Background: an optimization exercise with open tools, aiming at small area. Do not read the settings as production practice. Where RTL was checked, it was by simulation tests only, not by an equivalence proof against the original. The RTL of runs 9 and 10 was laid out without a check of its function. Power and IR drop assume default switching activity.

File: flow/design.v
module baud_rate_generator(
    input  clk,
    input  reset,
    output tick,
    output bc1
);
    reg [3:0] counter;
    assign bc1  = (counter == 4'd1);
    assign tick = counter[3] & counter[2] & counter[0];    
    always @(posedge clk)
        if (reset | tick) counter <= 4'd0;
        else              counter <= counter + 4'd1;
endmodule
module uart_copro_top(
    input  clk,
    input  reset,
    input  rx,
    output tx,
    input  [1:0] mode
);
    localparam [1:0] IDLE = 2'd0, START = 2'd1, DATA = 2'd2, STOP = 2'd3;
    wire tick, bc1;
    baud_rate_generator BAUD (.clk(clk), .reset(reset), .tick(tick), .bc1(bc1));
    reg [5:0] ph;
    always @(posedge clk) ph <= ph + 6'd1;
    wire ph63 = &ph;
    reg [1:0] rs;
    reg [3:0] rt;
    reg [6:0] w;         
    reg       rxb;       
    wire rt15 = &rt;
    wire rsample    = (rs == DATA) & tick & rt15;
    wire data_ready = (rs == STOP) & tick & rt15;
    wire [5:0] welem = w[6:1] ^ 6'h3C;    
    wire rwr = ((rs == STOP) | ((rs == DATA) & ~&w[2:0])) & (ph == welem);
    always @(posedge clk) begin
        case (rs)
            IDLE:  if (~rx) begin rs <= START; rt <= 4'd0; end
            START: if (tick) begin
                       if (rt == 4'd7) begin rs <= DATA; rt <= 4'd0; end
                       else rt <= rt + 4'd1;
                   end
            DATA:  if (tick) begin
                       if (rt15) begin
                           rt <= 4'd0;
                           if (w[2:0] == 3'd6) rs <= STOP;
                       end else rt <= rt + 4'd1;
                   end
            STOP:  if (tick) begin
                       if (rt15) rs <= IDLE;
                       else rt <= rt + 4'd1;
                   end
        endcase
        if (rsample) rxb <= rx;
        if (reset) begin
            rs <= IDLE;
            w  <= 7'h7F;
        end else if (rsample) begin
            w  <= w + 7'd1;
        end
    end
    reg cflag;
    wire trig = cflag & bc1;
    always @(posedge clk)
        cflag <= ~reset & ((data_ready & (&w)) | (cflag & ~bc1));
    reg [63:0] A0, A1, B0, B1, C0, C1;
    reg [3:0]  X0, X1;
    reg cpend, act, cy, fv1, fv2;
    reg [1:0] mL;
    wire a0 = A0[0], a1 = A1[0];
    wire b0 = B0[0] & fv1, b1 = B1[0] & fv1;
    wire c0 = C0[0] & fv2, c1 = C1[0] & fv2;
    wire s0 = a0 ^ b0 ^ cy;
    wire k0 = (a0 & b0) | (cy & (a0 ^ b0));
    wire s1 = a1 ^ b1 ^ k0;
    wire k1 = (a1 & b1) | (k0 & (a1 ^ b1));
    wire r0 = mL[0] ? a0 : mL[1] ? c0 : s0;
    wire r1 = mL[0] ? a1 : mL[1] ? c1 : s1;
    wire slot0 = (ph[5:2] == 4'd0);
    wire wra = act & ~slot0;     
    wire wrx = act & slot0;      
    always @(posedge clk) begin
        A0 <= {(rwr & ~w[0]) ? rxb : A0[0], A0[63:61], wra ? r0 : A0[60], A0[59:1]};
        A1 <= {(rwr &  w[0]) ? rxb : A1[0], A1[63:61], wra ? r1 : A1[60], A1[59:1]};
        X0 <= {wrx ? r0 : X0[0], X0[3:1]};
        X1 <= {wrx ? r1 : X1[0], X1[3:1]};
        B0 <= {act ? A0[0] : B0[0], B0[63:1]};
        B1 <= {act ? A1[0] : B1[0], B1[63:1]};
        C0 <= {act ? B0[0] : C0[0], C0[63:1]};
        C1 <= {act ? B1[0] : C1[0], C1[63:1]};
        cy <= act & k1;
        if (trig) mL <= mode;
        cpend <= ~reset & (trig | (cpend & ~ph63));
        act   <= ~reset & ((act & ~ph63) | (cpend & ph63));
        if (reset) begin
            fv1 <= 1'b0;
            fv2 <= 1'b0;
        end else if (act & ph63) begin
            fv1 <= 1'b1;
            fv2 <= fv1;
        end
    end
    reg [4:0] pd;
    reg [1:0] ts;
    reg [3:0] tt;
    reg [2:0] nb;
    reg [3:0] D0, D1;    
    wire tt15 = &tt;
    wire tx_done  = (ts == STOP) & tick & tt15;
    wire tx_start = (ts == IDLE) & ~(pd[4] & ~pd[0]) & ~trig;
    wire fetch = (ts == START) & (pd[4] | (ph[5:2] == pd[3:0]));
    always @(posedge clk) begin
        if (reset) begin pd[4] <= 1'b1; pd[0] <= 1'b0; end
        else if (trig) pd <= 5'd14;
        else if (tx_done) pd <= pd - 5'd1;
        D0 <= {fetch ? (pd[4] ? X0[0] : A0[0]) : D0[0], D0[3:1]};
        D1 <= {fetch ? (pd[4] ? X1[0] : A1[0]) : D1[0], D1[3:1]};
        case (ts)
            IDLE:  if (tx_start) begin ts <= START; tt <= 4'd0; end
            START: if (tick) begin
                       if (tt15) begin ts <= DATA; tt <= 4'd0; nb <= 3'd0; end
                       else tt <= tt + 4'd1;
                   end
            DATA:  if (tick) begin
                       if (tt15) begin
                           tt <= 4'd0;
                           if (&nb) ts <= STOP; else nb <= nb + 3'd1;
                       end else tt <= tt + 4'd1;
                   end
            STOP:  if (tick) begin
                       if (tt15) ts <= IDLE;
                       else tt <= tt + 4'd1;
                   end
        endcase
        if (reset) ts <= IDLE;
    end
    wire [1:0] dst = nb[2:1] - ph[1:0];
    wire [3:0] dsel = nb[0] ? D1 : D0;
    assign tx = (ts == DATA) ? dsel[dst] : (ts != START);
endmodule
File: flow/run.sh
#!/bin/bash
# synth_recipe.tcl (not shown) runs the flow's synth.tcl, then flattens the netlist and writes it again
# the make line also repeats each setting of config.mk as NAME=value (left out here)
make -C /OpenROAD-flow-scripts/flow DESIGN_CONFIG=/design/flow/config.mk WORK_HOME=/design/flow/orfs CLKGATE_MAP_FILE= SYNTH_SCRIPT=/design/flow/synth_recipe.tcl finish
File: flow/config.mk
export PLATFORM = sky130hd
export DESIGN_NAME = uart_copro_top
export DESIGN_NICKNAME = uart_copro_top
export VERILOG_FILES = /design/flow/design.v
export SDC_FILE = /design/flow/constraint.sdc
export NUM_CORES = 4
export LEC_CHECK = 0
export CAP_MARGIN = 20
export CORE_MARGIN = 2
export CORE_UTILIZATION = 80
export CTS_BUF_LIST = sky130_fd_sc_hd__clkbuf_8
export CTS_CLUSTER_DIAMETER = 50
export CTS_CLUSTER_SIZE = 18
export SLEW_MARGIN = 20
File: flow/constraint.sdc
create_clock -name core_clock -period 10.0 [get_ports {clk}]
set_input_delay 2.0000 -clock core_clock [delete_from_list [all_inputs] [get_ports {clk}]]
set_output_delay 2.0000 -clock core_clock [all_outputs]
set_load 0.01 [all_outputs]
==> results.cfg, run 1 <==
[routing]
dr.pass1.iters = 5
wirelength_um = 18900
drc_errors = 0
avgRoutedWirePerCell_um = 21.2
ant_nets = 0
viasPerCell = 5.51
vias = 4889
drt_iter0_drc = 510

[setup_path]
cp.arrival_ns = 2.61
reg2reg_depth = 7
r2r_start = B0[0]
critPathRequiredTime_ns = 8.00
critPathLaunchType = flip-flop
rrSetupSlack_ns = 7.68
r2r-end = X1[3]
worst_setup_path_end_kind = output pin
cp_max_fo = 2
critPathKind = reg2out

[yosys]
yosys.area.top_type = dfxtp_1
synth-simple-area-share_pct = 4.98
netlist_area_um2 = 10700
synth_top_cell_area_share_pct = 80.4
synthMuxAreaShare_pct = 2.17
synth_ff_type = dfxtp_1
avgSynthCellArea_um2 = 15.8
syn_inst = 675
synth_xor_xnor_area_share_pct = 2.21
synth_top_family_by_area = simple AND/OR/NAND/NOR gates
synth-adder-area-share_pct = 2.72
synth.area.top_cells = dfxtp_1, edfxtp_1, ha_1
syn_nets = 702
synth-async-reset-ratio_pct = 0
synth-edff-count = 17
yosysSeqAreaShare_pct = 85.2
ys_warn_count = 2
synth_compound_area_share_pct = 1.96
synth-seq-cells = 446
synth_cell_types = 44

[global_route]
antenna_found_initial = 0
grt_max_degree = 20
grt_usage_pct = 27.9
grt-ovfl-total = 0
grt_pass1_vias = 5249
grt_first_pass_wirelength_um = 29800

[floorplan]
initial_core_util_pct = 81.3
die_h_um = 120
io_pins = 6
coreArea_um2 = 13100
die_area_um2 = 14300
die_w_um = 120
rows = 42

[sta]
relSlewSlack_pct = 52.2
final.min_clock_period_ns = 4.61
max_freq_mhz = 217
hold_slack_ns = 0.319
finClkSkew_ns = 0.0248
hold_viol_final = 0
final-max-slew-violation-count = 0
tns_ns = 0
rsz0062_at_grt = false
setup_viol = 0
period_share_pct = 46.1
worst_pin_slew_ns = 0.717

[clock_tree]
post_cts_buffers = 0
cts_resized = 0
clockBufferDepth = 3
cts_tree = built
hold_buffers = 0
h-tree-depth = 1
clock_latency_ns = 0.59
root_buffer = clkbuf_8
cts.sinks = 446
path_clk_slew_ns = 0.11
cts_inserted_buffers = 29

[finish]
syn_to_final_growth_pct = 6.56
final_common_cell = dfxtp_1
drive_above_1_share_pct = 6.60
diodes = 0
nets = 732
layout_common_cells = dfxtp_1, clkbuf_8, nand2_1

[place]
gp_congestion = 0.836
io_buffers = 5
hpwl_um = 10700

[hold_path]
hold-path-endpoint = C0[60]
hp-class = reg2reg
min_from = C0[61]
min_path_cells = 0

[power]
power_density_nw_per_um2 = 249
peakVddDrop_uv = 188
p_leak_uw = 0.00456

[run_status]
outcome = timing/DRC/antenna clean

[flow_run]
maxCapViolCount = 0
==> cell families after synthesis <==
logic type | count (synthesis)
AO/OA/AOI/OAI | 35
XOR/XNOR | 27
buffers and inverters | 21
flip-flops | 446
AND/OR/NAND/NOR | 105
adder cells (fa/ha/maj) | 22
multiplexers | 19
==> per-layer routing <==
layer / routed length [um] / track usage (%)
met1: 7140 / 33.3
met2: 9790 / 49.6
met3: 1010 / 4.47
met4: 922 / 12.9
met5: 0 / 0
==> cell usage after synthesis, types with 2 or more instances <==
library cell,n
a211oi_1,2
a21boi_0,2
a21oi_1,15
a31oi_1,2
and2_1,7
and3_1,5
buf_4,2
clkbuf_1,4
dfxtp_1,429
edfxtp_1,17
fa_1,2
ha_1,20
inv_1,14
mux2_2,9
mux2i_1,7
mux4_2,2
nand2_1,25
nand2b_1,2
nand3_1,17
nand4_1,3
nor2_1,17
nor2b_1,5
nor3_1,11
o21ai_0,7
or2_1,2
or3_1,4
xnor2_1,20
xor2_1,7
==> final cells by class <==
class	count	area (um^2)
well taps	176	220
inverters	15	56.3
multi-input cells	208	1500
fillers	505	1750
clock inverters	8	47.5
flip-flops and latches	446	9100
repair buffers	5	50.0
clock buffers	30	413
==> worst max-delay path by stage <==
stage / startpoint / slack [ns] / cells after the start / to
detailed placement: ph[0] / 6.07 / 6 / tx
floorplan: ph[0] / 6.80 / 5 / tx
finish: nb[1] / 5.39 / 7 / tx
CTS: nb[1] / 5.35 / 7 / tx
global placement: ph[0] / 6.28 / 6 / tx
global route: nb[1] / 5.33 / 7 / tx
==> state kept, by name, summed over array words and instances, names as in the netlist, 5 cells and up <==
| signal | cells |
|---|---|
| B0 | 64 |
| A1 | 64 |
| pd | 5 |
| ph | 6 |
| A0 | 64 |
| C1 | 64 |
| C0 | 64 |
| w | 7 |
| B1 | 64 |
==> critical path, stage by stage (launching register included) <==
cell	delay (ns)
edfxtp_1	0.46
inv_1	0.10
ha_1	0.15
xor2_1	0.25
xnor2_1	0.19
mux2i_1	0.12
mux2i_1	0.16
clkdlybuf4s50_1	0.59
==> where the power goes <==
group / internal (uW) / switching, uW / total [uW]
clock: 278 / 519 / 797
combinational: 72.2 / 100 / 172
sequential: 1830 / 34.9 / 1870
total: 2180 / 654 / 2840
==> through the flow <==
| step | cells | area, um^2 | power, uW | utilization [%] | setup WS [ns] |
|---|---|---|---|---|---|
| 2_1_floorplan | 675 | 10700 | 2010 | - | 6.80 |
| 3_3_place_gp | 850 | 10900 | 2040 | 83.2 | 6.28 |
| 3_5_place_dp | 850 | 10900 | 2060 | 83.2 | 6.07 |
| 4_1_cts | 888 | 11400 | 2840 | 86.7 | 5.35 |
| 5_1_grt | 888 | 11400 | 2920 | 86.7 | 5.33 |
| 6_report | 888 | 11400 | 2840 | 86.7 | 5.39 |
==> run 2: changes to the inputs <==
--- a/flow/config.mk
+++ b/flow/config.mk
@@ -7,8 +7,8 @@
 export LEC_CHECK = 0
 export CAP_MARGIN = 20
 export CORE_MARGIN = 2
-export CORE_UTILIZATION = 80
+export CORE_UTILIZATION = 70
 export CTS_BUF_LIST = sky130_fd_sc_hd__clkbuf_8
-export CTS_CLUSTER_DIAMETER = 50
+export CTS_CLUSTER_DIAMETER = 35
 export CTS_CLUSTER_SIZE = 18
 export SLEW_MARGIN = 20
==> results.cfg, run 2 <==
[floorplan]
die_h_um = 128
io_pins = 6
rows = 45
coreArea_um2 = 15000
die_area_um2 = 16300
initial_core_util_pct = 71.1
die_w_um = 128

[yosys]
yosys.area.top_type = dfxtp_1
yosysSeqAreaShare_pct = 85.2
synth_cell_types = 44
synth-edff-count = 17
synth_top_cell_area_share_pct = 80.4
ys_warn_count = 2
synth-async-reset-ratio_pct = 0
ys_top_cells_by_count = dfxtp_1, nand2_1, ha_1, xnor2_1
synth-seq-cells = 446
netlist_area_um2 = 10700
syn_inst = 675
avgSynthCellArea_um2 = 15.8
synth.area.top_cells = dfxtp_1, edfxtp_1, ha_1
synth_ff_type = dfxtp_1
syn_nets = 702
yosysMostFrequentCell = dfxtp_1

[setup_path]
critical_path.top_delay_family = buffers and inverters
crit_top_cell = mux2i_1
critPathLaunchType = flip-flop
slowest_stage = clkdlybuf4s50_1
worst_setup_path_end_kind = output pin
critPathRequiredTime_ns = 8.00
crit_path_cell_trace = ha_1, xor2_1, xnor2_1, mux2i_1, mux2i_1, clkdlybuf4s50_1
cp.arrival_ns = 2.31
crit_buf_inv = 1
slowest_delay_ns = 0.48
cp_max_fo = 6
critPathKind = reg2out

[clock_tree]
hold_buffers = 0
path_clk_slew_ns = 0.10
post_cts_buffers = 0
h-tree-depth = 2
cts_inserted_buffers = 40
clock_latency_ns = 0.55
clockBufferDepth = 3
cts_tree = built
cts_resized = 0
cts.sinks = 446
root_buffer = clkbuf_8

[power]
peakVddDrop_uv = 172
p_leak_uw = 0.00476
p_total_uw = 3080
power_density_nw_per_um2 = 261

[place]
hpwl_um = 7870
io_buffers = 5
placed_cells = 862
place_area_um2 = 10900
gp_congestion = 0.755

[sta]
setup_viol = 0
hold_viol_final = 0
rsz0062_at_grt = false
relSlewSlack_pct = 56.2
final-max-slew-violation-count = 0
final.min_clock_period_ns = 4.31
tns_ns = 0
worst_pin_slew_ns = 0.655
period_share_pct = 43.1
max_freq_mhz = 232
finClkSkew_ns = 0.0321

[global_route]
grt_first_pass_wirelength_um = 23600
grt_pass1_vias = 4678
antenna_found_initial = 0
grt_max_degree = 20
grt_usage_pct = 18.6
grt-ovfl-total = 0

[finish]
layout_common_cells = dfxtp_1, clkbuf_8, nand2_1
final_common_cell = dfxtp_1
layout.cells.non_filler = 930
diodes = 0
nets = 743
fin_area_um2 = 11800
drive_above_1_share_pct = 10.5
syn_to_final_growth_pct = 10.2

[routing]
wirelength_um = 14100
drt_iter0_drc = 183
ant_nets = 0
drc_errors = 0
dr.pass1.iters = 4
avgRoutedWirePerCell_um = 15.2
viasPerCell = 4.84
vias = 4504

[hold_path]
hp-class = reg2reg

[run_status]
outcome = timing/DRC/antenna clean

[flow_run]
maxCapViolCount = 0
-- run 2: cell counts after synthesis --
Identical to the previous run, type by type.
-- run 2: final cells by class --
type | instances | area (um^2)
clock buffers | 44 | 606
inverters | 15 | 56.3
multi-input cells | 208 | 1500
well taps | 188 | 235
clock inverters | 24 | 228
repair buffers | 5 | 50.0
fillers | 804 | 3260
flip-flops and latches | 446 | 9100
-- run 2: path summary, 6_finish.rpt --
path | start | to | slack, ns | depth (start not counted)
min reg2reg | A1[51] | A1[50] | 0.32 | 0
min | A1[51] | A1[50] | 0.32 | 0
max reg2reg | rs[0] | rt[0] | 7.82 | 6
max | ph[0] | tx | 5.69 | 6
-- run 2: stage by stage --
stage | hold slack (ns) | setup slack, ns | utilization (%)
after floorplan | 0.310 | 6.80 | -
after global placement | 0.311 | 6.27 | 72.8
after detailed placement | 0.312 | 6.24 | 72.8
after CTS | 0.317 | 5.66 | 78.3
after global routing | 0.324 | 5.57 | 78.3
final | 0.316 | 5.69 | 78.3
-- run 2: kinds of logic (layout without fill, tap and decap cells) --
group           count (synthesis)  count (layout)  synth area share, %
compound gates                 35              35                 1.96
xor+xnor                       27              27                 2.21
fa+ha+maj                      22              22                 2.72
buf+inv                        21              88                0.808
flops                         446             446                 85.2
mux                            19              19                 2.17
simple gates                  105             105                 4.98
-- run 2: power breakdown --
group	internal, uW	switching [uW]	leakage (uW)	total (uW)
registers	1830	29.2	0.00362	1860
clock network	482	583	0.000446	1060
logic	70.2	81.6	0.000696	152
-- run 2: metal layers --
metal | routed length [um] | track usage (%) | part of all wire [%] | vias up
met1 | 6830 | 25.2 | 48 | 2115
met3 | 502 | 4.19 | 3.6 | 30
met5 | 0 | 0 | 0 | -
met2 | 6380 | 29.1 | 45 | 80
li1 | - | - | - | 2279
met4 | 393 | 8.08 | 2.8 | 0
==> run 3: changes to the inputs <==
--- a/flow/config.mk
+++ b/flow/config.mk
@@ -9,6 +9,6 @@
 export CORE_MARGIN = 2
 export CORE_UTILIZATION = 70
 export CTS_BUF_LIST = sky130_fd_sc_hd__clkbuf_8
-export CTS_CLUSTER_DIAMETER = 35
-export CTS_CLUSTER_SIZE = 18
+export CTS_CLUSTER_DIAMETER = 30
+export CTS_CLUSTER_SIZE = 20
 export SLEW_MARGIN = 20
==> results.cfg, run 3 <==
[run_status]
outcome = timing/DRC/antenna clean

[yosys]
synth.area.top_cells = dfxtp_1, edfxtp_1, ha_1
synth_cell_types = 44
synth-async-reset-ratio_pct = 0
syn_inst = 675
ys_top_cells_by_count = dfxtp_1, nand2_1, ha_1, xnor2_1
yosysMostFrequentCell = dfxtp_1
avgSynthCellArea_um2 = 15.8
netlist_area_um2 = 10700
synth-edff-count = 17
synth_ff_type = dfxtp_1
yosys.area.top_type = dfxtp_1
yosysSeqAreaShare_pct = 85.2
synth-seq-cells = 446
ys_warn_count = 2
synth_top_cell_area_share_pct = 80.4
syn_nets = 702

[sta]
max_freq_mhz = 227
worst_pin_slew_ns = 0.661
final.min_clock_period_ns = 4.41
final-max-slew-violation-count = 0
setup_viol = 0
period_share_pct = 44.1
finClkSkew_ns = 0.0143
hold_viol_final = 0
relSlewSlack_pct = 55.8
hold_slack_ns = 0.318
rsz0062_at_grt = false
tns_ns = 0

[place]
gp_congestion = 0.755
hpwl_um = 7870
io_buffers = 5

[finish]
regArea_um2 = 9100
diodes = 0
final_common_cell = dfxtp_1
layout_common_cells = dfxtp_1, clkbuf_8, nand2_1
fillers = 743
drive_above_1_share_pct = 13.2
syn_to_final_growth_pct = 13.5
multi_input_area_um2 = 1500
nets = 751
fin_util_pct = 80.7

[setup_path]
rrSetupSlack_ns = 7.83
critPathKind = reg2out
r2r_start = rs[0]
cp_max_fo = 6
crit_path_cell_trace = ha_1, xor2_1, xnor2_1, mux2i_1, mux2i_1, clkdlybuf4s50_1
reg2reg_depth = 6
slowest_delay_ns = 0.49
crit_top_cell = mux2i_1
r2r-end = rt[0]
cp.arrival_ns = 2.41
slowest_stage = clkdlybuf4s50_1
critPathRequiredTime_ns = 8.00
worst_setup_path_end_kind = output pin
critPathLaunchType = flip-flop

[global_route]
grt_first_pass_wirelength_um = 24300
grt_max_degree = 18
grt_usage_pct = 18.9
antenna_found_initial = 0
grt_pass1_vias = 4881
grt-ovfl-total = 0

[power]
peakVddDrop_uv = 249
power_density_nw_per_um2 = 278
p_leak_uw = 0.00490
p_total_uw = 3370

[clock_tree]
hold_buffers = 0
cts_inserted_buffers = 48
post_cts_buffers = 0
h-tree-depth = 2
cts.sinks = 446
clockBufferDepth = 3
path_clk_slew_ns = 0.09
cts_resized = 0
clock_latency_ns = 0.56
root_buffer = clkbuf_8
cts_tree = built

[routing]
drt_iter0_drc = 187
wirelength_um = 14200
avgRoutedWirePerCell_um = 14.9
dr.pass1.iters = 4
viasPerCell = 4.80
drc_errors = 0
vias = 4568
ant_nets = 0

[hold_path]
min_from = X0[1]
min_path_cells = 0
hold-path-endpoint = X0[0]
hp-class = reg2reg

[floorplan]
io_pins = 6
initial_core_util_pct = 71.1
coreArea_um2 = 15000
die_area_um2 = 16300
die_h_um = 128
rows = 45
die_w_um = 128

[flow_run]
maxCapViolCount = 0
-- run 3: cell counts after synthesis --
Identical to the previous run, type by type.
-- run 3: layer usage --
layer / vias up / global-route usage (%) / routed length [um] / share of wire [%]
met3: 28 / 4.61 / 465 / 3.3
met4: 0 / 7.69 / 308 / 2.2
met5: - / 0 / 0 / 0
met2: 58 / 29.9 / 6620 / 47
met1: 2169 / 25.5 / 6780 / 48
li1: 2313 / - / - / -
-- run 3: per-stage QoR --
step	std cells	setup slack, ns	area [um^2]
after floorplan	675	6.80	10700
after global placement	862	6.27	10900
after detailed placement	862	6.24	10900
after CTS	952	5.55	12100
after global routing	952	5.42	12100
final	952	5.59	12100
-- run 3: how the worst max path moves through the flow --
stage | from | to | cells after the start
after floorplan | ph[0] | tx | 5
after global placement | ph[0] | tx | 6
after detailed placement | ph[0] | tx | 6
after CTS | ph[0] | tx | 6
after global routing | nb[1] | tx | 7
final | ph[0] | tx | 6
-- run 3: report_power, final --
part | switching, uW | internal (uW) | total (uW)
clock | 681 | 675 | 1360
combinational | 81.9 | 70.1 | 152
sequential | 29.3 | 1830 | 1860
-- run 3: kinds of logic (layout without fill, tap and decap cells) --
group	Yosys count	in the layout	synth area share, %
flops	446	446	85.2
mux	19	19	2.17
fa+ha+maj	22	22	2.72
xor+xnor	27	27	2.21
simple gates	105	105	4.98
compound gates	35	35	1.96
buf+inv	21	110	0.808
-- run 3: worst max-delay path, delay by kind of cell (launching register included) --
kind | cells | cell delay, ns
xor+xnor | 2 | 0.35
fa+ha+maj | 1 | 0.20
buf+inv | 1 | 0.49
flops | 1 | 0.45
mux | 2 | 0.37
-- run 3: layout make-up --
cell class | count | area share, %
repair buffers | 5 | 0.413
inverters | 15 | 0.464
clock inverters | 40 | 4.11
flip-flops and latches | 446 | 75.0
well taps | 188 | 1.94
multi-input cells | 208 | 12.4
clock buffers | 50 | 5.68
==> run 4: changes to the inputs <==
--- a/flow/config.mk
+++ b/flow/config.mk
@@ -7,8 +7,8 @@
 export LEC_CHECK = 0
 export CAP_MARGIN = 20
 export CORE_MARGIN = 2
-export CORE_UTILIZATION = 70
+export CORE_UTILIZATION = 65
 export CTS_BUF_LIST = sky130_fd_sc_hd__clkbuf_8
-export CTS_CLUSTER_DIAMETER = 30
-export CTS_CLUSTER_SIZE = 20
+export CTS_CLUSTER_DIAMETER = 80
+export CTS_CLUSTER_SIZE = 17
 export SLEW_MARGIN = 20
==> results.cfg, run 4 <==
[run_status]
outcome = timing/DRC/antenna clean

[yosys]
yosysMostFrequentCell = dfxtp_1
yosys.area.top_type = dfxtp_1
syn_inst = 675
synth_top_family_by_area = simple AND/OR/NAND/NOR gates
synth-simple-area-share_pct = 4.98
avgSynthCellArea_um2 = 15.8
synth_compound_area_share_pct = 1.96
ys_top_cells_by_count = dfxtp_1, nand2_1, ha_1, xnor2_1
synth.area.top_cells = dfxtp_1, edfxtp_1, ha_1
yosysSeqAreaShare_pct = 85.2
synthMuxAreaShare_pct = 2.17
synth_cell_types = 44
synth-async-reset-ratio_pct = 0
synth-edff-count = 17
synth-adder-area-share_pct = 2.72
syn_nets = 702
synth_xor_xnor_area_share_pct = 2.21
synth_ff_type = dfxtp_1
netlist_area_um2 = 10700
synth-seq-cells = 446
synth_top_cell_area_share_pct = 80.4
ys_warn_count = 2

[setup_path]
rrSetupSlack_ns = 7.81
r2r_start = rs[0]
cp.arrival_ns = 2.36
worst_setup_path_end_kind = output pin
critPathRequiredTime_ns = 8.00
r2r-end = rt[2]
critPathLaunchType = flip-flop
reg2reg_depth = 6
cp_max_fo = 6
critPathKind = reg2out

[place]
io_buffers = 5
dp_slack_ns = 6.25
gp_congestion = 0.779
place_area_um2 = 11000
hpwl_um = 7490

[hold_path]
hold-path-endpoint = C0[24]
min_path_cells = 0
hp-class = reg2reg
min_from = C0[25]

[sta]
finClkSkew_ns = 0.0199
relSlewSlack_pct = 55.5
final-max-slew-violation-count = 0
hold_viol_final = 0
final.min_clock_period_ns = 4.36
tns_ns = 0
setup_viol = 0
max_freq_mhz = 229
period_share_pct = 43.6
worst_pin_slew_ns = 0.667
hold_slack_ns = 0.325
setup_ws_ns = 5.64
rsz0062_at_grt = false

[finish]
fillers = 1075
syn_to_final_growth_pct = 7.03
fin_area_um2 = 11400
final_common_cell = dfxtp_1
diodes = 0
nets = 733
multi_input_area_um2 = 1500
layout_common_cells = dfxtp_1, clkbuf_8, nand2_1
regArea_um2 = 9100
drive_above_1_share_pct = 6.32

[floorplan]
initial_core_util_pct = 66.8
die_h_um = 132
rows = 46
die_w_um = 132
coreArea_um2 = 16000
io_pins = 6
die_area_um2 = 17500

[global_route]
grt-ovfl-total = 0
antenna_found_initial = 0
grt_usage_pct = 15.0
grt_first_pass_wirelength_um = 21500
grt_pass1_vias = 4531
grt_max_degree = 19

[routing]
viasPerCell = 4.71
wirelength_um = 12500
ant_nets = 0
dr.pass1.iters = 4
drc_errors = 0
drt_iter0_drc = 143
avgRoutedWirePerCell_um = 13.4
vias = 4371

[flow_run]
maxCapViolCount = 0

[clock_tree]
clockBufferDepth = 3
post_cts_buffers = 0
path_clk_slew_ns = 0.11
h-tree-depth = 1
cts_inserted_buffers = 30
root_buffer = clkbuf_8
hold_buffers = 0
cts.sinks = 446
cts_tree = built
cts_resized = 0
clock_latency_ns = 0.58

[power]
power_density_nw_per_um2 = 243
peakVddDrop_uv = 168
p_leak_uw = 0.00457
==> run 4: cell types whose count changed in the layout (fill, tap and decap cells not counted), moves of 3 or more <==
cell / delta
clkinv_4: -4
inv_1: +4
clkbuf_8: -20
clkinv_8: -3
inv_6: -5
clkinv_2: -3
bufinv_16: -6
inv_8: -6
clkinvlp_4: -7
==> run 4: worst max path at each step <==
stage | from | endpoint | slack (ns) | cells past startpoint
after floorplan | ph[0] | tx | 6.80 | 5
after global placement | ph[0] | tx | 6.27 | 6
after detailed placement | ph[0] | tx | 6.25 | 6
after CTS | ph[0] | tx | 5.59 | 6
after global routing | ph[0] | tx | 5.51 | 6
final | ph[0] | tx | 5.64 | 6
==> run 4: cells by family (layout without fill, tap and decap cells) <==
group           Yosys count  count (layout)
xor+xnor                 27              27
compound gates           35              35
flops                   446             446
buf+inv                  21              58
mux                      19              19
simple gates            105             105
fa+ha+maj                22              22
==> run 4: per-layer routing <==
| layer | GRT usage (%) | part of all wire [%] |
|---|---|---|
| met2 | 22.5 | 42 |
| met1 | 21.9 | 52 |
| met3 | 3.08 | 3.0 |
| met4 | 5.62 | 2.8 |
| met5 | 0 | 0 |
==> run 4: area by class of cell <==
type | count | share of cell area (%)
timing repair buffer | 5 | 0.438
clock buffer | 30 | 3.61
sequential | 446 | 79.6
tap | 216 | 2.36
multi-input combinational | 208 | 13.1
clock inverter | 8 | 0.416
inverter | 15 | 0.492
==> run 4: critical path: stages (launching register included) <==
cell and delay [ns]:
dfxtp_1 0.47, ha_1 0.20, xor2_1 0.18, xnor2_1 0.16, mux2i_1 0.09, mux2i_1 0.14
clkdlybuf4s50_1 0.55
==> run 4: power breakdown <==
group / switching, uW / total (uW) / internal (uW) / leakage [uW]
Sequential: 29.0 / 1860 / 1830 / 0.00362
Combinational: 79.5 / 149 / 69.5 / 0.000696
Clock: 489 / 766 / 277 / 0.000259
==> run 4: stage by stage <==
stage | cells | power, uW | util (%)
after floorplan | 675 | 2010 | -
after global placement | 890 | 2040 | 68.6
after detailed placement | 890 | 2050 | 68.6
after CTS | 928 | 2800 | 71.5
after global routing | 928 | 2890 | 71.5
final | 928 | 2780 | 71.5
==> run 5: changes to the inputs <==
--- a/flow/config.mk
+++ b/flow/config.mk
@@ -9,6 +9,6 @@
 export CORE_MARGIN = 2
 export CORE_UTILIZATION = 65
 export CTS_BUF_LIST = sky130_fd_sc_hd__clkbuf_8
-export CTS_CLUSTER_DIAMETER = 80
-export CTS_CLUSTER_SIZE = 17
+export CTS_CLUSTER_DIAMETER = 100
+export CTS_CLUSTER_SIZE = 16
 export SLEW_MARGIN = 20
==> results.cfg, run 5 <==
[routing]
wirelength_um = 12600
dr.pass1.iters = 4
vias = 4413
avgRoutedWirePerCell_um = 13.5
top_layer = met4
ant_nets = 0
viasPerCell = 4.75
drc_errors = 0
wl_met2_um = 5300
wl_met1_um = 6430
drt_iter0_drc = 163
wl_met3_um = 407

[setup_path]
crit_buf_inv = 1
critPathLaunchType = flip-flop
critPathRequiredTime_ns = 8.00
slowest_delay_ns = 0.55
critical_path.top_delay_family = buffers and inverters
slowest_stage = clkdlybuf4s50_1
worst_setup_path_end_kind = output pin
startpoint = ph[0]
cp.arrival_ns = 2.37
r2r_start = rs[0]
crit_path_cell_trace = ha_1, xor2_1, xnor2_1, mux2i_1, mux2i_1, clkdlybuf4s50_1
critPathKind = reg2out
crit_top_cell = mux2i_1
cp_max_fo = 6

[clock_tree]
hold_buffers = 0
cts.sinks = 446
clock_latency_ns = 0.60
path_clk_slew_ns = 0.10
post_cts_buffers = 0
clockBufferDepth = 3
cts_inserted_buffers = 31
h-tree-depth = 1
cts_tree = built
cts_resized = 0
root_buffer = clkbuf_8

[power]
power.switching_uw = 596
combPwrFrac_pct = 5.4
p_total_uw = 2790
p_leak_uw = 0.00459
sequentialPowerShare_pct = 66.7
power.internal_uw = 2190
clock_power_share_pct = 27.9
power_density_nw_per_um2 = 244
peakVddDrop_uv = 235
p_sw_share_pct = 21.4

[sta]
setup_viol = 0
period_share_pct = 43.7
hold_viol_final = 0
final.min_clock_period_ns = 4.37
rsz0062_at_grt = false
final-max-slew-violation-count = 0
relSlewSlack_pct = 56.4
hold_slack_ns = 0.305
worst_pin_slew_ns = 0.654
finClkSkew_ns = 0.0352
max_freq_mhz = 229
tns_ns = 0

[floorplan]
io_pins = 6
die_w_um = 132
coreArea_um2 = 16000
die_h_um = 132
initial_core_util_pct = 66.8
die_area_um2 = 17500
rows = 46

[finish]
diodes = 0
fillers = 1080
syn_to_final_growth_pct = 7.19
drive_above_1_share_pct = 6.44
final_common_cell = dfxtp_1
nets = 734
layout_common_cells = dfxtp_1, clkbuf_8, nand2_1

[global_route]
grt_max_degree = 18
grt_usage_pct = 15.2
grt-ovfl-total = 0
grt_first_pass_wirelength_um = 21700
antenna_found_initial = 0
grt_pass1_vias = 4520

[hold_path]
hp-class = reg2reg
min_from = C1[5]

[flow_run]
maxCapViolCount = 0

[yosys]
yosysMostFrequentCell = dfxtp_1
yosys.area.top_type = dfxtp_1
synth.area.top_cells = dfxtp_1, edfxtp_1, ha_1
synth-edff-count = 17
netlist_area_um2 = 10700
synth_cell_types = 44
ys_top_cells_by_count = dfxtp_1, nand2_1, ha_1, xnor2_1
ys_warn_count = 2
synth-seq-cells = 446
synth_ff_type = dfxtp_1
syn_nets = 702
yosysSeqAreaShare_pct = 85.2
synth-async-reset-ratio_pct = 0
synth_top_cell_area_share_pct = 80.4
syn_inst = 675
avgSynthCellArea_um2 = 15.8

[place]
hpwl_um = 7490
io_buffers = 5
gp_congestion = 0.779

[run_status]
outcome = timing/DRC/antenna clean
-- run 5: changes by cell type in the layout (fill, tap and decap cells not counted), sizes merged --
cell,previous run,this run
clkbuf,30,32
clkinv,2,1
inv,21,22
-- run 5: final timing paths --
check	depth (start not counted)	slack, ns	endpoint
setup reg to reg	6	7.82	rt[3]
hold / removal	0	0.31	C1[4]
hold reg to reg	0	0.31	C1[4]
setup / recovery	6	5.63	tx
-- run 5: logic make-up after synthesis --
group	Yosys count	share of synthesized area (%)
flops	446	85.2
simple gates	105	4.98
compound gates	35	1.96
xor+xnor	27	2.21
fa+ha+maj	22	2.72
buf+inv	21	0.808
mux	19	2.17
-- run 5: metrics by stage --
stage / cells / cell area, um^2 / utilization (%) / setup slack [ns]
5_1_grt: 930 / 11500 / 71.6 / 5.49
6_report: 930 / 11500 / 71.6 / 5.63
3_5_place_dp: 890 / 11000 / 68.6 / 6.25
2_1_floorplan: 675 / 10700 / - / 6.80
4_1_cts: 930 / 11500 / 71.6 / 5.57
3_3_place_gp: 890 / 11000 / 68.6 / 6.27
-- run 5: layout make-up --
type / instances / area, um^2 / area share, %
repair buffers: 5 / 50.0 / 0.437
clock buffers: 32 / 440 / 3.85
clock inverters: 8 / 37.5 / 0.328
well taps: 216 / 270 / 2.36
multi-input cells: 208 / 1500 / 13.1
inverters: 15 / 56.3 / 0.492
flip-flops and latches: 446 / 9100 / 79.4
-- run 5: power by group through the flow --
stage | clock [uW] | sequential, uW | combinational, uW
after floorplan | 0 | 1890 | 119
after global placement | 0 | 1900 | 144
after detailed placement | 0 | 1900 | 149
after CTS | 805 | 1860 | 151
after global routing | 866 | 1870 | 170
final | 779 | 1860 | 149
-- run 5: layer usage --
metal  track usage (%)  vias up
li1                  -     2242
met1              22.0     2076
met2              22.7       61
met3              3.15       34
met4              6.33        0
met5                 0        -
==> run 6: changes to the inputs <==
--- a/flow/config.mk
+++ b/flow/config.mk
@@ -8,7 +8,7 @@
 export CAP_MARGIN = 20
 export CORE_MARGIN = 2
 export CORE_UTILIZATION = 65
-export CTS_BUF_LIST = sky130_fd_sc_hd__clkbuf_8
-export CTS_CLUSTER_DIAMETER = 100
+export CTS_BUF_LIST = sky130_fd_sc_hd__clkbuf_4 sky130_fd_sc_hd__clkbuf_8
+export CTS_CLUSTER_DIAMETER = 60
 export CTS_CLUSTER_SIZE = 16
 export SLEW_MARGIN = 20
==> results.cfg, run 6 <==
[run_status]
outcome = timing/DRC/antenna clean

[routing]
ant_nets = 0
drc_errors = 0
drt_iter0_drc = 144
viasPerCell = 4.70
vias = 4366
avgRoutedWirePerCell_um = 13.4
wirelength_um = 12400
dr.pass1.iters = 4

[sta]
setup_ws_ns = 5.64
tns_ns = 0
final-max-slew-violation-count = 0
hold_slack_ns = 0.314
setup_viol = 0
hold_viol_final = 0
period_share_pct = 43.6
rsz0062_at_grt = false
max_freq_mhz = 229
worst_pin_slew_ns = 0.651
final.min_clock_period_ns = 4.36
relSlewSlack_pct = 56.6
finClkSkew_ns = 0.0169

[setup_path]
cp_max_fo = 6
rrSetupSlack_ns = 7.82
crit_top_cell = mux2i_1
cp.arrival_ns = 2.36
reg2reg_depth = 6
r2r-end = rt[3]
critical_path.top_delay_family = buffers and inverters
crit_path_cell_trace = ha_1, xor2_1, xnor2_1, mux2i_1, mux2i_1, clkdlybuf4s50_1
slowest_stage = clkdlybuf4s50_1
slowest_delay_ns = 0.55
worst_setup_path_end_kind = output pin
critPathRequiredTime_ns = 8.00
critPathLaunchType = flip-flop
critPathKind = reg2out
crit_buf_inv = 1
r2r_start = rs[0]

[hold_path]
min_from = B0[55]
hp-class = reg2reg
min_path_cells = 0
hold-path-endpoint = B0[54]

[power]
peakVddDrop_uv = 204
sequentialPowerShare_pct = 66.4
p_sw_share_pct = 21.1
power.switching_uw = 592
p_leak_uw = 0.00457
clock_power_share_pct = 28.3
p_total_uw = 2800
power_density_nw_per_um2 = 245
power.internal_uw = 2210
combPwrFrac_pct = 5.3

[global_route]
grt_max_degree = 18
grt_pass1_vias = 4498
grt_usage_pct = 15.0
antenna_found_initial = 0
grt-ovfl-total = 0
grt_first_pass_wirelength_um = 21400

[clock_tree]
cts.sinks = 446
clockBufferDepth = 3
path_clk_slew_ns = 0.11
clock_latency_ns = 0.59
root_buffer = clkbuf_8
post_cts_buffers = 0
cts_tree = built
hold_buffers = 0
h-tree-depth = 1
cts_resized = 0
cts_inserted_buffers = 31

[yosys]
yosys.area.top_type = dfxtp_1
synth_compound_area_share_pct = 1.96
synth-simple-area-share_pct = 4.98
syn_inst = 675
yosysSeqAreaShare_pct = 85.2
netlist_area_um2 = 10700
synth-edff-count = 17
synth_top_family_by_area = simple AND/OR/NAND/NOR gates
synth_xor_xnor_area_share_pct = 2.21
avgSynthCellArea_um2 = 15.8
yosysMostFrequentCell = dfxtp_1
synth_top_cell_area_share_pct = 80.4
synth.area.top_cells = dfxtp_1, edfxtp_1, ha_1
synth-seq-cells = 446
ys_top_cells_by_count = dfxtp_1, nand2_1, ha_1, xnor2_1
synth_ff_type = dfxtp_1
synth-adder-area-share_pct = 2.72
syn_nets = 702
ys_warn_count = 2
synth_cell_types = 44
synth-async-reset-ratio_pct = 0
synthMuxAreaShare_pct = 2.17

[finish]
syn_to_final_growth_pct = 7.31
layout_common_cells = dfxtp_1, clkbuf_8, nand2_1
fin_util_pct = 71.7
nets = 734
diodes = 0
drive_above_1_share_pct = 7.29
fillers = 1080
final_common_cell = dfxtp_1

[flow_run]
maxCapViolCount = 0

[place]
hpwl_um = 7490
gp_congestion = 0.779
dp_slack_ns = 6.25
io_buffers = 5

[floorplan]
die_h_um = 132
die_area_um2 = 17500
coreArea_um2 = 16000
rows = 46
initial_core_util_pct = 66.8
io_pins = 6
die_w_um = 132
## run 6: cell counts after synthesis
Identical to the previous run, type by type.
## run 6: through the flow
step / instances / cell area, um^2
global route: 929 / 11500
CTS: 929 / 11500
finish: 929 / 11500
floorplan: 675 / 10700
detailed placement: 890 / 11000
global placement: 890 / 11000
## run 6: area by class of cell
| class | count | area, um^2 | share of cell area (%) |
|---|---|---|---|
| sequential | 446 | 9100 | 79.4 |
| multi-input combinational | 208 | 1500 | 13.1 |
| clock buffer | 38 | 479 | 4.18 |
| tap | 216 | 270 | 2.36 |
| inverter | 15 | 56.3 | 0.491 |
| timing repair buffer | 5 | 50.0 | 0.437 |
| clock inverter | 1 | 11.3 | 0.0982 |
## run 6: per-layer routing
metal | vias up | global-route usage (%) | wire length (um)
li1 | 2241 | - | -
met1 | 2045 | 21.8 | 6490
met2 | 56 | 22.7 | 5180
met3 | 24 | 3.23 | 399
met4 | 0 | 4.90 | 340
met5 | - | 0 | 0
## run 6: how the worst max path moves through the flow
stage	endpoint	from	cells after the start	slack (ns)
2_1_floorplan	tx	ph[0]	5	6.80
3_3_place_gp	tx	ph[0]	6	6.27
3_5_place_dp	tx	ph[0]	6	6.25
4_1_cts	tx	ph[0]	6	5.59
5_1_grt	tx	ph[0]	6	5.50
6_report	tx	ph[0]	6	5.64
## run 6: logic make-up (layout without fill, tap and decap cells)
logic type,Yosys count,count (layout)
and+or+nand+nor,105,105
xor gates and xnor gates,27,27
muxes,19,19
adders and majority gates,22,22
buffers and inverters,21,59
DFF,446,446
AOI/OAI and AO/OA,35,35
## run 6: power by group through the flow
| stage | logic, uW | registers [uW] | clock network, uW |
|---|---|---|---|
| floorplan | 119 | 1890 | 0 |
| global placement | 144 | 1900 | 0 |
| detailed placement | 149 | 1900 | 0 |
| CTS | 151 | 1860 | 820 |
| global route | 170 | 1870 | 881 |
| finish | 149 | 1860 | 793 |
==> run 7: changes to the inputs <==
==> flow/flow/run.sh (new file) <==
#!/bin/bash
# Probe: run the standard flow unchanged, logging its output.
bash standard.sh > standard.log 2>&1
==> flow/standard.sh (new file) <==
#!/bin/bash
# synth_recipe.tcl (not shown) runs the flow's synth.tcl, then flattens the netlist and writes it again
# the make line also repeats each setting of config.mk as NAME=value (left out here)
make -C /OpenROAD-flow-scripts/flow DESIGN_CONFIG=/design/flow/config.mk WORK_HOME=/design/flow/orfs CLKGATE_MAP_FILE= SYNTH_SCRIPT=/design/flow/synth_recipe.tcl "${@:-finish}"
--- a/flow/config.mk
+++ b/flow/config.mk
@@ -8,7 +8,7 @@
 export CAP_MARGIN = 20
 export CORE_MARGIN = 2
 export CORE_UTILIZATION = 65
-export CTS_BUF_LIST = sky130_fd_sc_hd__clkbuf_4 sky130_fd_sc_hd__clkbuf_8
+export CTS_BUF_LIST = sky130_fd_sc_hd__clkbuf_8
 export CTS_CLUSTER_DIAMETER = 60
 export CTS_CLUSTER_SIZE = 16
 export SLEW_MARGIN = 20
removed: flow/run.sh
==> results.cfg, run 7 <==
[global_route]
grt_first_pass_wirelength_um = 21400
grt_usage_pct = 15.0
grt_pass1_vias = 4502
grt_max_degree = 18
antenna_found_initial = 0
grt-ovfl-total = 0

[sta]
rsz0062_at_grt = false
setup_viol = 0
final-max-slew-violation-count = 0
finClkSkew_ns = 0.0171
max_freq_mhz = 229
relSlewSlack_pct = 56.6
hold_slack_ns = 0.314
final.min_clock_period_ns = 4.36
period_share_pct = 43.6
worst_pin_slew_ns = 0.651
hold_viol_final = 0
tns_ns = 0

[flow_run]
maxCapViolCount = 0

[finish]
nets = 734
syn_to_final_growth_pct = 7.06
drive_above_1_share_pct = 6.31
multi_input_area_um2 = 1500
fillers = 1083
final_common_cell = dfxtp_1
fin_area_um2 = 11400
regArea_um2 = 9100
diodes = 0
layout_common_cells = dfxtp_1, clkbuf_8, nand2_1

[yosys]
ys_top_cells_by_count = dfxtp_1, nand2_1, ha_1, xnor2_1
synth_cell_types = 44
avgSynthCellArea_um2 = 15.8
synth-async-reset-ratio_pct = 0
yosys.area.top_type = dfxtp_1
yosysSeqAreaShare_pct = 85.2
syn_inst = 675
synth.area.top_cells = dfxtp_1, edfxtp_1, ha_1
syn_nets = 702
synth-seq-cells = 446
synth_ff_type = dfxtp_1
ys_warn_count = 2
synth-edff-count = 17
yosysMostFrequentCell = dfxtp_1
netlist_area_um2 = 10700
synth_top_cell_area_share_pct = 80.4

[power]
peakVddDrop_uv = 204
p_leak_uw = 0.00458
power_density_nw_per_um2 = 243

[setup_path]
critPathKind = reg2out
critPathLaunchType = flip-flop
r2r_start = BAUD.counter[0]
rrSetupSlack_ns = 7.82
critPathRequiredTime_ns = 8.00
r2r-end = tt[0]
startpoint = ph[0]
reg2reg_depth = 5
cp_max_fo = 6
cp-endpoint = tx
worst_setup_path_end_kind = output pin
cp.arrival_ns = 2.36

[floorplan]
die_h_um = 132
initial_core_util_pct = 66.8
rows = 46
die_w_um = 132
io_pins = 6
coreArea_um2 = 16000
die_area_um2 = 17500

[routing]
dr.pass1.iters = 4
drc_errors = 0
wirelength_um = 12400
ant_nets = 0
avgRoutedWirePerCell_um = 13.4
viasPerCell = 4.69
drt_iter0_drc = 147
vias = 4360

[clock_tree]
cts_inserted_buffers = 31
hold_buffers = 0
cts_tree = built
clock_latency_ns = 0.59
cts.sinks = 446
path_clk_slew_ns = 0.11
root_buffer = clkbuf_8
cts_resized = 0
h-tree-depth = 1
post_cts_buffers = 0
clockBufferDepth = 3

[place]
hpwl_um = 7490
io_buffers = 5
gp_congestion = 0.779
place_area_um2 = 11000

[hold_path]
min_from = B0[55]
hp-class = reg2reg

[run_status]
outcome = timing/DRC/antenna clean
[run 7: cell counts after synthesis]
Identical to the previous run, type by type.
[run 7: cell families (layout without fill, tap and decap cells)]
logic type	count (synthesis)	in the layout	synth area share (%)
flops	446	446	85.2
simple gates	105	105	4.98
compound gates	35	35	1.96
xor+xnor	27	27	2.21
fa+ha+maj	22	22	2.72
buf+inv	21	59	0.808
mux	19	19	2.17
[run 7: routing by layer]
| metal | part of all wire, % | GRT usage [%] | up-vias |
|---|---|---|---|
| met5 | 0 | 0 | - |
| met4 | 2.7 | 4.90 | 0 |
| met3 | 3.3 | 3.23 | 24 |
| met2 | 42 | 22.7 | 52 |
| met1 | 52 | 21.9 | 2045 |
| li1 | - | - | 2239 |
[run 7: critical path, stage by stage (launching register included)]
cell and delay [ns]:
dfxtp_1 0.47, ha_1 0.20, xor2_1 0.18, xnor2_1 0.16, mux2i_1 0.09, mux2i_1 0.14
clkdlybuf4s50_1 0.55
[run 7: power breakdown]
part           switching (uW)  internal [uW]
sequential               29.5           1830
clock                     484            283
combinational            79.6           70.0
total                     593           2190
[run 7: layout make-up]
class	count	area share (%)
Timing Repair Buffer	5	0.438
Inverter	15	0.492
Clock buffer	31	3.73
Clock inverter	8	0.328
Multi-Input combinational cell	208	13.1
Tap cell	216	2.36
Sequential cell	446	79.5
[run 7: worst min-delay path by stage]
stage                     endpoint  slack, ns  depth (start not counted)
after floorplan              A0[0]       0.31                          0
after global placement       X0[2]       0.31                          0
after detailed placement    B0[17]       0.31                          0
after CTS                   B0[48]       0.32                          0
after global routing        B0[48]       0.32                          0
final                       B0[54]       0.31                          0
[run 7: per-stage QoR]
step | setup slack (ns) | utilization (%) | std cells | total power (uW)
global placement | 6.27 | 68.6 | 890 | 2040
finish | 5.64 | 71.5 | 929 | 2780
CTS | 5.59 | 71.5 | 929 | 2810
detailed placement | 6.25 | 68.6 | 890 | 2050
floorplan | 6.80 | - | 675 | 2010
global route | 5.50 | 71.5 | 929 | 2890
==> run 8: changes to the inputs <==
==> flow/run.sh (new file) <==
#!/bin/bash
# synth_recipe.tcl (not shown) runs the flow's synth.tcl, then flattens the netlist and writes it again
# the make line also repeats each setting of config.mk as NAME=value (left out here)
make -C /OpenROAD-flow-scripts/flow DESIGN_CONFIG=/design/flow/config.mk WORK_HOME=/design/flow/orfs CLKGATE_MAP_FILE= SYNTH_SCRIPT=/design/flow/synth_recipe.tcl finish
removed: flow/flow/run.sh
removed: flow/standard.sh
==> results.cfg, run 8 <==
[floorplan]
die_h_um = 132
die_area_um2 = 17500
coreArea_um2 = 16000
initial_core_util_pct = 66.8
die_w_um = 132
io_pins = 6
rows = 46

[yosys]
synth.area.top_cells = dfxtp_1, edfxtp_1, ha_1
yosys.area.top_type = dfxtp_1
ys_top_cells_by_count = dfxtp_1, nand2_1, ha_1, xnor2_1
synth_top_cell_area_share_pct = 80.4
synth-seq-cells = 446
syn_inst = 675
synth-async-reset-ratio_pct = 0
syn_nets = 702
synth_ff_type = dfxtp_1
yosysSeqAreaShare_pct = 85.2
ys_warn_count = 2
yosysMostFrequentCell = dfxtp_1
avgSynthCellArea_um2 = 15.8
synth_cell_types = 44
netlist_area_um2 = 10700
synth-edff-count = 17

[sta]
setup_viol = 0
final-max-slew-violation-count = 0
finClkSkew_ns = 0.0171
period_share_pct = 43.6
final.min_clock_period_ns = 4.36
max_freq_mhz = 229
relSlewSlack_pct = 56.6
tns_ns = 0
worst_pin_slew_ns = 0.651
setup_ws_ns = 5.64
rsz0062_at_grt = false
hold_viol_final = 0

[setup_path]
critPathLaunchType = flip-flop
cp_max_fo = 6
worst_setup_path_end_kind = output pin
cp.arrival_ns = 2.36
critPathKind = reg2out
critPathRequiredTime_ns = 8.00

[clock_tree]
hold_buffers = 0
cts.sinks = 446
cts_inserted_buffers = 31
post_cts_buffers = 0
root_buffer = clkbuf_8
cts_resized = 0
path_clk_slew_ns = 0.11
h-tree-depth = 1
clockBufferDepth = 3
clock_latency_ns = 0.59
cts_tree = built

[power]
combPwrFrac_pct = 5.4
sequentialPowerShare_pct = 67.0
power.switching_uw = 593
p_sw_share_pct = 21.3
power_density_nw_per_um2 = 243
clock_power_share_pct = 27.6
power.internal_uw = 2190
p_leak_uw = 0.00458
peakVddDrop_uv = 204

[finish]
layout_common_cells = dfxtp_1, clkbuf_8, nand2_1
layout.cells.non_filler = 929
fin_area_um2 = 11400
final_common_cell = dfxtp_1
drive_above_1_share_pct = 6.31
syn_to_final_growth_pct = 7.06
nets = 734
diodes = 0

[global_route]
grt_max_degree = 18
grt_usage_pct = 15.0
grt_first_pass_wirelength_um = 21400
grt-ovfl-total = 0
grt_pass1_vias = 4502
antenna_found_initial = 0

[routing]
wirelength_um = 12400
dr.pass1.iters = 4
avgRoutedWirePerCell_um = 13.4
ant_nets = 0
drc_errors = 0
viasPerCell = 4.69
vias = 4360
drt_iter0_drc = 147

[hold_path]
hp-class = reg2reg

[place]
place_area_um2 = 11000
dp_slack_ns = 6.25
hpwl_um = 7490
placed_cells = 890
gp_congestion = 0.779
io_buffers = 5

[run_status]
outcome = timing/DRC/antenna clean

[flow_run]
maxCapViolCount = 0
-- run 8: cell counts in the layout (fill, tap and decap cells not counted) --
Identical to the previous run, type by type.
-- run 8: cell type report --
| cell class | count | area (um^2) |
|---|---|---|
| clock inverter | 8 | 37.5 |
| sequential | 446 | 9100 |
| timing repair buffer | 5 | 50.0 |
| tap | 216 | 270 |
| multi-input combinational | 208 | 1500 |
| fill | 1083 | 4560 |
| inverter | 15 | 56.3 |
| clock buffer | 31 | 427 |
-- run 8: logic make-up (layout without fill, tap and decap cells) --
family                     count (synthesis)  after routing  synth area share (%)
AOI/OAI and AO/OA                         35             35                  1.96
DFF                                      446            446                  85.2
buffers and inverters                     21             59                 0.808
and+or+nand+nor                          105            105                  4.98
muxes                                     19             19                  2.17
adders and majority gates                 22             22                  2.72
xor gates and xnor gates                  27             27                  2.21
-- run 8: path summary, 6_finish.rpt --
check / end / cells after the start / start / slack, ns
worst max-delay path: tx / 6 / ph[0] / 5.64
worst min-delay path: B0[54] / 0 / B0[55] / 0.31
worst max register to register: tt[0] / 5 / BAUD.counter[0] / 7.82
worst min register to register: B0[54] / 0 / B0[55] / 0.31
-- run 8: metal layers --
layer	track usage (%)	wire length (um)	vias to the layer above
met3	3.23	413	24
met1	21.9	6520	2045
met2	22.7	5170	52
met5	0	0	-
li1	-	-	2239
met4	4.90	342	0
-- run 8: power by group through the flow --
stage	registers [uW]	clock network, uW	logic (uW)
2_1_floorplan	1890	0	119
3_3_place_gp	1900	0	144
3_5_place_dp	1900	0	149
4_1_cts	1860	793	151
5_1_grt	1870	855	170
6_report	1860	767	150
-- run 8: worst max-delay path, stage by stage, from the launching register on --
cell and delay (ns):
dfxtp_1 0.47, ha_1 0.20, xor2_1 0.18, xnor2_1 0.16
mux2i_1 0.09, mux2i_1 0.14, clkdlybuf4s50_1 0.55
-- run 8: per-stage QoR --
stage	total power, uW	util [%]	hold slack (ns)
global placement	2040	68.6	0.310
finish	2780	71.5	0.314
floorplan	2010	-	0.310
detailed placement	2050	68.6	0.312
global route	2890	71.5	0.324
CTS	2810	71.5	0.319
==> run 9: changes to the inputs <==
--- a/flow/design.v
+++ b/flow/design.v
@@ -59,13 +59,18 @@
             w  <= w + 7'd1;
         end
     end
-    reg cflag;
-    wire trig = cflag & bc1;
-    always @(posedge clk)
-        cflag <= ~reset & ((data_ready & (&w)) | (cflag & ~bc1));
+    reg [1:0] sq;
+    wire trig  = (sq == 2'd1) & bc1;
+    wire cpend = (sq == 2'd3);
+    wire act   = (sq == 2'd2);
+    wire compl = data_ready & (&w);
+    always @(posedge clk) begin
+        sq[0] <= ~reset & ((~sq[1] & (sq[0] | compl)) | (sq[1] & sq[0] & ~ph63));
+        sq[1] <= ~reset & ((sq[0] & (sq[1] | bc1)) | (sq[1] & ~sq[0] & ~ph63));
+    end
     reg [63:0] A0, A1, B0, B1, C0, C1;
     reg [3:0]  X0, X1;
-    reg cpend, act, cy, fv1, fv2;
+    reg cy, fv1, fv2;
     reg [1:0] mL;
     wire a0 = A0[0], a1 = A1[0];
     wire b0 = B0[0] & fv1, b1 = B1[0] & fv1;
@@ -90,8 +95,6 @@
         C1 <= {act ? B1[0] : C1[0], C1[63:1]};
         cy <= act & k1;
         if (trig) mL <= mode;
-        cpend <= ~reset & (trig | (cpend & ~ph63));
-        act   <= ~reset & ((act & ~ph63) | (cpend & ph63));
         if (reset) begin
             fv1 <= 1'b0;
             fv2 <= 1'b0;
==> results.cfg, run 9 <==
[run_status]
outcome = timing/DRC/antenna clean

[sta]
period_share_pct = 43.9
final-max-slew-violation-count = 0
max_freq_mhz = 228
final.min_clock_period_ns = 4.39
relSlewSlack_pct = 39.6
hold_slack_ns = 0.323
hold_viol_final = 0
rsz0062_at_grt = false
worst_pin_slew_ns = 0.904
setup_viol = 0
finClkSkew_ns = 0.0148
tns_ns = 0

[clock_tree]
cts_inserted_buffers = 31
clock_latency_ns = 0.58
hold_buffers = 0
cts.sinks = 445
cts_resized = 0
cts_tree = built
h-tree-depth = 1
root_buffer = clkbuf_8
path_clk_slew_ns = 0.10
clockBufferDepth = 3
post_cts_buffers = 0

[yosys]
yosysSeqAreaShare_pct = 84.3
synth-async-reset-ratio_pct = 0
synth_ff_type = dfxtp_1
synth_cell_types = 49
ys_warn_count = 2
syn_inst = 674
yosys.area.top_type = dfxtp_1
ys_top_cells_by_count = dfxtp_1, ha_1, xnor2_1
netlist_area_um2 = 10800
synth_top_cell_area_share_pct = 79.6
synth-edff-count = 17
synth-seq-cells = 445
yosysMostFrequentCell = dfxtp_1
synth.area.top_cells = dfxtp_1, edfxtp_1, ha_1
avgSynthCellArea_um2 = 16.0
syn_nets = 702

[global_route]
grt_first_pass_wirelength_um = 21800
grt_usage_pct = 15.3
grt_pass1_vias = 4439
grt-ovfl-total = 0
antenna_found_initial = 0
grt_max_degree = 29

[setup_path]
critPathRequiredTime_ns = 8.00
reg2reg_depth = 6
slowest_delay_ns = 0.55
r2r_start = rs[0]
cp_max_fo = 6
critPathLaunchType = flip-flop
rrSetupSlack_ns = 7.88
crit_path_cell_trace = ha_1, xor2_1, xnor2_1, mux2i_1, mux2i_1, clkdlybuf4s50_1
slowest_stage = clkdlybuf4s50_1
cp.arrival_ns = 2.39
crit_buf_inv = 1
startpoint = ph[0]
critical_path.top_delay_family = buffers and inverters
r2r-end = rs[0]
critPathKind = reg2out
crit_top_cell = mux2i_1
worst_setup_path_end_kind = output pin

[hold_path]
min_path_cells = 0
min_from = A0[63]
hold-path-endpoint = A0[62]
hp-class = reg2reg

[floorplan]
rows = 47
coreArea_um2 = 16400
initial_core_util_pct = 65.6
die_h_um = 133
io_pins = 6
die_w_um = 133
die_area_um2 = 17600

[power]
p_total_uw = 2650
p_leak_uw = 0.00451
peakVddDrop_uv = 202
power_density_nw_per_um2 = 231

[flow_run]
maxCapViolCount = 0

[place]
gp_congestion = 0.846
hpwl_um = 7840
io_buffers = 5

[routing]
drt_iter0_drc = 154
wirelength_um = 12800
avgRoutedWirePerCell_um = 13.9
drc_errors = 0
viasPerCell = 4.79
ant_nets = 0
vias = 4424
dr.pass1.iters = 4

[finish]
syn_to_final_growth_pct = 6.66
diodes = 0
nets = 728
layout_common_cells = dfxtp_1, clkbuf_8, ha_1
drive_above_1_share_pct = 7.25
final_common_cell = dfxtp_1
## run 9: final cells by class
class | count | area, um^2
clock buffer | 31 | 427
clock inverter | 5 | 23.8
fill | 1092 | 4920
inverter | 17 | 63.8
multi-input combinational | 200 | 1560
sequential | 445 | 9080
tap | 220 | 275
timing repair buffer | 5 | 50.0
## run 9: metal layers
layer | routed length (um) | GRT usage, % | vias to the layer above
li1 | - | - | 2230
met1 | 6630 | 22.7 | 2115
met4 | 334 | 4.66 | 0
met2 | 5410 | 22.9 | 52
met3 | 421 | 3.41 | 27
met5 | 0 | 0 | -
## run 9: how the worst max path moves through the flow
stage | to | slack, ns | cells past startpoint
6_report | tx | 5.61 | 6
3_5_place_dp | tx | 6.19 | 6
5_1_grt | tx | 5.39 | 6
2_1_floorplan | tx | 6.80 | 5
4_1_cts | tx | 5.53 | 6
3_3_place_gp | tx | 6.26 | 6
## run 9: where the power goes
group	switching [uW]	internal, uW	total, uW
Clock	476	280	756
Combinational	49.7	36.3	86.0
Sequential	13.3	1800	1810
Total	539	2120	2650
## run 9: metrics by stage
stage / instance area (um^2) / utilization [%] / setup WS [ns] / instances
6_report: 11500 / 70.0 / 5.61 / 923
5_1_grt: 11500 / 70.0 / 5.39 / 923
4_1_cts: 11500 / 70.0 / 5.53 / 923
3_5_place_dp: 11000 / 67.2 / 6.19 / 887
3_3_place_gp: 11000 / 67.2 / 6.26 / 887
2_1_floorplan: 10800 / - / 6.80 / 674
## run 9: cells by family after synthesis
kind of cell	after synthesis	synth area share (%)
compound gates	33	2.10
xor+xnor	28	2.28
fa+ha+maj	23	2.81
buf+inv	29	1.14
flops	445	84.3
mux	23	2.53
simple gates	93	4.80
## run 9: worst reg2reg max path, cell delays in order, from the launching register on
cell      delay, ns
dfxtp_1        0.39
inv_1          0.08
ha_1           0.31
nor3_1         0.34
o211ai_1       0.16
a221oi_1       0.53
mux2i_1        0.24
==> run 10: changes to the inputs <==
--- a/flow/design.v
+++ b/flow/design.v
@@ -35,9 +35,9 @@
     wire rwr = ((rs == STOP) | ((rs == DATA) & ~&w[2:0])) & (ph == welem);
     always @(posedge clk) begin
         case (rs)
-            IDLE:  if (~rx) begin rs <= START; rt <= 4'd0; end
+            IDLE:  if (~rx) begin rs <= START; rt <= 4'd8; end
             START: if (tick) begin
-                       if (rt == 4'd7) begin rs <= DATA; rt <= 4'd0; end
+                       if (rt15) begin rs <= DATA; rt <= 4'd0; end
                        else rt <= rt + 4'd1;
                    end
             DATA:  if (tick) begin
==> results.cfg, run 10 <==
[floorplan]
rows = 46
coreArea_um2 = 16000
die_area_um2 = 17600
die_h_um = 133
initial_core_util_pct = 67.1
die_w_um = 133
io_pins = 6

[sta]
finClkSkew_ns = 0.0260
setup_ws_ns = 5.66
final-max-slew-violation-count = 0
hold_slack_ns = 0.320
hold_viol_final = 0
max_freq_mhz = 230
period_share_pct = 43.4
setup_viol = 0
final.min_clock_period_ns = 4.34
rsz0062_at_grt = false
worst_pin_slew_ns = 0.501
tns_ns = 0
relSlewSlack_pct = 66.5

[place]
hpwl_um = 7820
place_area_um2 = 11000
dp_slack_ns = 6.22
io_buffers = 5
gp_congestion = 0.817
placed_cells = 893

[power]
p_leak_uw = 0.00456
power_density_nw_per_um2 = 241
peakVddDrop_uv = 152

[routing]
drt_iter0_drc = 316
dr.pass1.iters = 5
avgRoutedWirePerCell_um = 14.0
drc_errors = 0
wirelength_um = 13100
ant_nets = 0
viasPerCell = 4.76
vias = 4455

[finish]
diodes = 0
drive_above_1_share_pct = 7.64
nets = 741
fin_area_um2 = 11500
final_common_cell = dfxtp_1
layout_common_cells = dfxtp_1, nand2_1, clkbuf_8
syn_to_final_growth_pct = 7.34
layout.cells.non_filler = 936

[yosys]
yosys.area.top_type = dfxtp_1
avgSynthCellArea_um2 = 15.7
syn_nets = 710
ys_warn_count = 2
synth-seq-cells = 445
yosysMostFrequentCell = dfxtp_1
synth-edff-count = 17
synth.area.top_cells = dfxtp_1, edfxtp_1, ha_1
yosysSeqAreaShare_pct = 84.5
synth_top_cell_area_share_pct = 79.8
synth_cell_types = 46
synth_ff_type = dfxtp_1
syn_inst = 682
synth-async-reset-ratio_pct = 0
netlist_area_um2 = 10700
ys_top_cells_by_count = dfxtp_1, nand2_1, ha_1

[global_route]
grt-ovfl-total = 0
grt_max_degree = 18
grt_first_pass_wirelength_um = 22300
antenna_found_initial = 0
grt_usage_pct = 15.8
grt_pass1_vias = 4529

[clock_tree]
clockBufferDepth = 3
path_clk_slew_ns = 0.10
post_cts_buffers = 0
hold_buffers = 0
root_buffer = clkbuf_8
cts_tree = built
cts.sinks = 445
h-tree-depth = 2
cts_inserted_buffers = 34
cts_resized = 0
clock_latency_ns = 0.55

[flow_run]
maxCapViolCount = 0

[setup_path]
worst_setup_path_end_kind = output pin
critPathLaunchType = flip-flop
critPathRequiredTime_ns = 8.00
cp_max_fo = 6
critPathKind = reg2out
cp.arrival_ns = 2.34

[hold_path]
hp-class = reg2reg

[run_status]
outcome = timing/DRC/antenna clean
==> run 10: cell count changes in the layout (fill, tap and decap cells not counted), sizes merged, moves of 3 or more <==
cell | before | now
nand3 | 14 | 17
o31ai | 0 | 3
clkbuf | 31 | 34
a21oi | 8 | 11
nand2 | 10 | 34
nand2b | 9 | 1
mux2 | 14 | 10
==> run 10: cell families (layout without fill, tap and decap cells) <==
kind of cell / after synthesis / count (layout) / share of synthesized area (%)
flops: 445 / 445 / 84.5
simple gates: 107 / 107 / 5.14
compound gates: 37 / 37 / 2.23
xor+xnor: 27 / 27 / 2.20
buf+inv: 26 / 64 / 1.15
fa+ha+maj: 23 / 23 / 2.82
mux: 17 / 17 / 1.93
==> run 10: power breakdown <==
group	internal, uW	switching (uW)	total (uW)
Combinational	56.2	75.8	132
Sequential	1810	15.6	1820
Clock	320	510	829
Total	2180	601	2780
==> run 10: worst max-delay path, cell delays in order (launching register included) <==
cell and delay [ns]:
dfxtp_1 0.46, ha_1 0.20, xor2_1 0.17, xnor2_1 0.17, mux2i_1 0.11, mux2i_1 0.14
clkdlybuf4s50_1 0.56
==> run 10: layer usage <==
layer / up-vias / global-route usage (%) / routed length [um]
met5: - / 0 / 0
met2: 66 / 22.5 / 5430
li1: 2272 / - / -
met1: 2089 / 23.3 / 6820
met3: 28 / 3.87 / 515
met4: 0 / 6.75 / 297
==> run 10: worst paths after layout <==
kind                              from  slack (ns)     end  cells past startpoint
worst min-delay path            B1[58]        0.32  B1[57]                      0
worst max register to register     fv1        7.92  A1[59]                      7
worst max-delay path             ph[0]        5.66      tx                      6
worst min register to register  B1[58]        0.32  B1[57]                      0
==> run 10: cell type report <==
cell class / instances / area [um^2]
inverter: 16 / 60.1
fill: 1061 / 4470
clock inverter: 9 / 63.8
timing repair buffer: 5 / 50.0
multi-input combinational: 211 / 1540
sequential: 445 / 9080
tap: 216 / 270
clock buffer: 34 / 468
==> run 10: stage by stage <==
stage / utilization (%) / power (uW)
2_1_floorplan: - / 1970
3_3_place_gp: 68.7 / 1990
3_5_place_dp: 68.7 / 1990
4_1_cts: 72.1 / 2810
5_1_grt: 72.1 / 2890
6_report: 72.1 / 2780

==> re-timing with driven ports <==
How much do the figures lean on ideal ports? The routed layouts below were timed once more, with nothing changed but the port constraints.
Step 1: set_driving_cell puts a clkbuf_16 on clk and a buf_2 on each other input, an assumption about the parent block.
Step 2, shift: input delay + t, output delay - t, t = (earliest + latest rising clock arrival at the registers) / 2. This alone moves slack from input paths to output paths.
Slacks: ideal ports / drivers / drivers and shift; pairs: ideal ports / drivers.
run | t (ns) | slack for setup (ns) | clock arrival spread, ns | slew at the worst register clock pin (ns) | worst data-port slew with drivers (ns)
run 1 | 0.617 | 5.390 / 5.354 / 5.970 | 0.027 / 0.027 | 0.11 / 0.11 | 0.06
run 2 | 0.571 | 5.690 / 5.653 / 6.224 | 0.040 / 0.040 | 0.11 / 0.11 | 0.04
run 3 | 0.589 | 5.586 / 5.549 / 6.138 | 0.021 / 0.022 | 0.09 / 0.09 | 0.04
run 4 | 0.603 | 5.642 / 5.607 / 6.210 | 0.025 / 0.025 | 0.11 / 0.11 | 0.03
run 5 | 0.623 | 5.631 / 5.592 / 6.215 | 0.039 / 0.040 | 0.11 / 0.11 | 0.03
run 6 | 0.610 | 5.638 / 5.604 / 6.214 | 0.021 / 0.020 | 0.11 / 0.11 | 0.03
run 7 | 0.610 | 5.639 / 5.605 / 6.215 | 0.022 / 0.022 | 0.11 / 0.11 | 0.03
run 8 | 0.610 | 5.639 / 5.605 / 6.215 | 0.022 / 0.022 | 0.11 / 0.11 | 0.03
run 9 | 0.607 | 5.607 / 5.569 / 6.175 | 0.020 / 0.019 | 0.10 / 0.10 | 0.03
run 10 | 0.571 | 5.661 / 5.623 / 6.194 | 0.027 / 0.027 | 0.10 / 0.10 | 0.03
After both steps every run listed still meets setup and hold.
